Source: an optimization exercise on an open RTL-to-GDS flow (aim: a short achievable clock period and few clock cycles). Production flows keep margins and buffers that such runs may drop. In this exercise RTL edits were held to simulation tests only and were not proved equivalent to the original. Power figures rest on the tool's default switching activity, not on a simulated workload.

==> inputs of 08-17 <==
// myCPU
module myCPU (
    input wire cpu_rst,
    input wire cpu_clk,
    output wire [13:0] inst_addr,
    input  wire [31:0] inst,
    output wire [31:0] Bus_addr,
    input  wire [31:0] Bus_rdata,
    output wire        Bus_wen,
    output wire [31:0] Bus_wdata
    , 
    output wire        debug_wb_have_inst,
    output wire [31:0] debug_wb_pc,
    output             debug_wb_ena,
    output wire [ 4:0] debug_wb_reg,
    output wire [31:0] debug_wb_value
);
clock: 8.0 ns
lec_check: 0
cap_margin: 60
core_margin: 2
core_utilization: 45
setup_slack_margin: 5
slew_margin: 60
synth_hierarchical: 1
run.sh (not shown) runs the stock make flow with config.mk's settings and CLKGATE_MAP_FILE= SYNTH_SCRIPT=/design/flow/synth_recipe.tcl, a recipe that flattens the netlist after the stock synthesis.
==> 07-22: changes against 08-17 <==
--- a/flow/design.v
+++ b/flow/design.v
@@ -255,13 +255,10 @@
   reg  [31:0] m_addr;
   reg         m_sbsh;
   reg         e_rdy;             
   reg  [ 1:0] e_ralo;
   reg  [31:0] m_sd;
-  reg  [ 3:0] l_b0, l_s7;
-  reg  [ 1:0] l_b1;
-  reg         l_b2, l_b3, l_sx1, l_sx23, l_sum, l_oth;
   reg         w_we;
   reg  [ 4:0] w_rd;
   reg  [31:0] w_val;
   reg  [31:1] w_sel;
   reg         o_have;
@@ -405,21 +402,15 @@
       co = (a & b) | ((a ^ b) & k);
       addeq = !k[0] && (k[31:1] == co[30:0]);
     end
   endfunction
   wire [1:0]  m_alo = m_addr[1:0];
-  wire [31:0] r = Bus_rdata;
-  wire        l_sgn = (l_s7[0] & r[7]) | (l_s7[1] & r[15]) | (l_s7[2] & r[23]) | (l_s7[3] & r[31]);
-  wire [31:0] m_val;
-  assign m_val[7:0]   = ({8{l_b0[0]}} & r[7:0]) | ({8{l_b0[1]}} & r[15:8]) | ({8{l_b0[2]}} & r[23:16])
-                      | ({8{l_b0[3]}} & r[31:24]) | ({8{l_sum}} & m_sum[7:0]) | ({8{l_oth}} & m_oth[7:0]);
-  assign m_val[15:8]  = ({8{l_b1[0]}} & r[15:8]) | ({8{l_b1[1]}} & r[31:24]) | {8{l_sx1 & l_sgn}}
-                      | ({8{l_sum}} & m_sum[15:8]) | ({8{l_oth}} & m_oth[15:8]);
-  assign m_val[23:16] = ({8{l_b2}} & r[23:16]) | {8{l_sx23 & l_sgn}}
-                      | ({8{l_sum}} & m_sum[23:16]) | ({8{l_oth}} & m_oth[23:16]);
-  assign m_val[31:24] = ({8{l_b3}} & r[31:24]) | {8{l_sx23 & l_sgn}}
-                      | ({8{l_sum}} & m_sum[31:24]) | ({8{l_oth}} & m_oth[31:24]);
+  wire [31:0] m_rsh = Bus_rdata >> {m_alo, 3'b000};
+  wire [31:0] m_ldv = m_f3[1] ? Bus_rdata :
+                      m_f3[0] ? {{16{~m_f3[2] & m_rsh[15]}}, m_rsh[15:0]} :
+                                {{24{~m_f3[2] & m_rsh[7]}}, m_rsh[7:0]};
+  wire [31:0] m_val = m_ld ? m_ldv : m_add ? m_sum : m_oth;
   wire e_wr = e_valid && e_rfwe && (e_rd != 5'd0);
   wire m_wr = m_valid && m_rfwe && (m_rd != 5'd0);
   wire d_1E = p_1E;
   wire d_2E = p_2E;
   wire d_1M = p_1M;
@@ -733,22 +724,10 @@
     m_add  <= e_r_add;
     m_rd   <= e_rd;
     m_rfwe <= e_rfwe;
     m_ld   <= e_ld;
     m_f3   <= e_f3;
-    l_b0   <= {4{e_ld}} & (e_f3[1] ? 4'b0001 :
-                           e_f3[0] ? (e_sum[1] ? 4'b0100 : 4'b0001) :
-                                     (4'b0001 << e_sum[1:0]));
-    l_b1   <= {2{e_ld}} & (e_f3[1] ? 2'b01 : e_f3[0] ? (e_sum[1] ? 2'b10 : 2'b01) : 2'b00);
-    l_b2   <= e_ld && e_f3[1];
-    l_b3   <= e_ld && e_f3[1];
-    l_sx1  <= e_ld && !e_f3[1] && !e_f3[0];
-    l_sx23 <= e_ld && !e_f3[1];
-    l_s7   <= {4{e_ld && !e_f3[2] && !e_f3[1]}} &
-              (e_f3[0] ? (e_sum[1] ? 4'b1000 : 4'b0010) : (4'b0001 << e_sum[1:0]));
-    l_sum  <= !e_ld && e_r_add;
-    l_oth  <= !e_ld && !e_r_add;
     m_addr <= e_sum;
     m_sd   <= es;
     bus_addr_r <= m_sbsh ? m_addr : (e_live && (e_ld || e_sw || e_sbsh)) ? e_sum : d_saddr;
     bus_wdata_r <= m_sbsh ? m_merge : e_rdy ? e_merge : es;
     r_sj   <= e_jalr;
@@ -874,24 +853,22 @@
       llast[i] <= l_last_n[i];
       lccur[i] <= l_ccur_n[i];
       if (l_dgo && !d_lhit && l_new[i]) ltag[i] <= d_pc[15:2];
     end
   end
-  reg  [NB-1:0] e_bm;
   reg  [NB-1:0] u_m;
   integer j;
   reg           u_hit;
   reg  [ 1:0]   u_ctr;
   always @(*) begin
     u_hit = 1'b0; u_ctr = 2'b00;
     for (j = 0; j < NB; j = j + 1) begin
-      e_bm[j] = btb_v[j] && (btb_tag[j] == e_pc[15:2]);
+      u_m[j] = btb_v[j] && (btb_tag[j] == u_tag);
       u_hit  = u_hit | u_m[j];
       u_ctr  = u_ctr | ({2{u_m[j]}} & btb_ctr[j]);
     end
   end
-  always @(posedge clk) u_m <= e_bm;
   wire [1:0] u_ctr_inc = (u_ctr == 2'b11) ? 2'b11 : u_ctr + 2'b01;
   wire [1:0] u_ctr_dec = (u_ctr == 2'b00) ? 2'b00 : u_ctr - 2'b01;
   wire       u_alloc = u_valid && !u_hit && u_taken;
   wire [1:0] u_ctr_new = !u_br ? 2'b11 : !u_hit ? 2'b10 : u_taken ? u_ctr_inc : u_ctr_dec;
   always @(posedge clk or posedge rst) begin
- CAP_MARGIN: 60 -> 20
- SLEW_MARGIN: 60 -> 20
==> summary of the runs <==
Between 08-17 and 07-22, the lower routed wire length is in 08-17 (gap about 5%, measured against 07-22). Final cell count: 07-22 is larger than 08-17 (0.91%). Of 07-22 and 08-17, 08-17 has the higher setup slack (gap 0.087 ns). In 08-17 the synthesized cell count is lower than in 07-22, by 0.41%. Of 08-17 and 07-22, 08-17 has the higher critical path depth (gap 6). Between 07-22 and 08-17, the lower sequential cell count is in 07-22 (gap 19). Between 07-22 and 08-17, the lower clock skew is in 07-22 (gap 0.011 ns). Against 07-22, the global-route usage of 08-17 is lower by 1.8 points. In 08-17 the die area is lower than in 07-22, by 0.35%. Of 07-22 and 08-17, 07-22 has the higher worst hold slack (gap 0.020 ns).
==> figures <==
metric	08-17	07-22
Run status	timing/DRC/antenna clean	timing/DRC/antenna clean
Part of the total power dissipated in combinational logic	35.2%	36.3%
Filler cells	22.52k	22.87k
GR met2 Demand/Resource	60.48%	61.65%
Number of buffers outside the clock class in the layout	1184	1228
Initial Utilization	45.13%	45.21%
Crit-path max cell delay	0.39 ns	0.50 ns
Fraction of final layout cells sized beyond drive strength 1	27.98%	28.70%
Sequential fraction of total cell area	42.85%	42.70%
Avg Synthesized Cell Area	10.88 um^2	10.88 um^2
Routability congestion estimate	1.078	1.040
Max IR drop VDD	0.0002334 V	0.0002194 V
Post-route core utilization	57.46%	57.28%
Hold Path Origin	m_pc[29]	m_pc[23]
Post-route clock period utilization	42.07%	43.16%
Vias in the first global route	105.3k	105.3k
Share of final layout cell area taken by clock buffers and inverters	6.081%	6.004%
Destination of the worst register-to-register timing path	pc_o[4]	pc_f[20]
Switching pwr	20.68 mW	21.16 mW
Hold path endpoint	o_pc[29]	o_pc[23]
Hold slack	0.3048 ns	0.3246 ns
Testbench counts of 08-17, summed over its fixed seeds: cycles 80,270.
Testbench counts of 07-22, summed over its fixed seeds: cycles 80,275.

## re-timing with driven ports
No port has a modelled driver above. Below, the same layouts with a new extraction and two added sets of constraints. Step 1 assumes that a clkbuf_16 drives the clock port and a buf_2 every other input. Step 2 moves the port delays by t, midway between the first and last clock arrival at a register: inputs arrive t later, outputs are due t later. That takes back most of the time a late clock gives input paths. Three values: ideal ports, drivers, drivers and shift; two values: the first two.
run	t (ns)	setup WS [ns]	slew at the worst register clock pin (ns)
08-17	1.056	4.634 / 4.634 / 3.759	0.07 / 0.07
07-22	1.059	4.547 / 4.503 / 3.444	0.08 / 0.08
After both steps every run listed still meets setup and hold. For 07-22, which loses most, drivers alone change the setup slack by -0.044 ns; drivers and shift together by -1.103 ns.
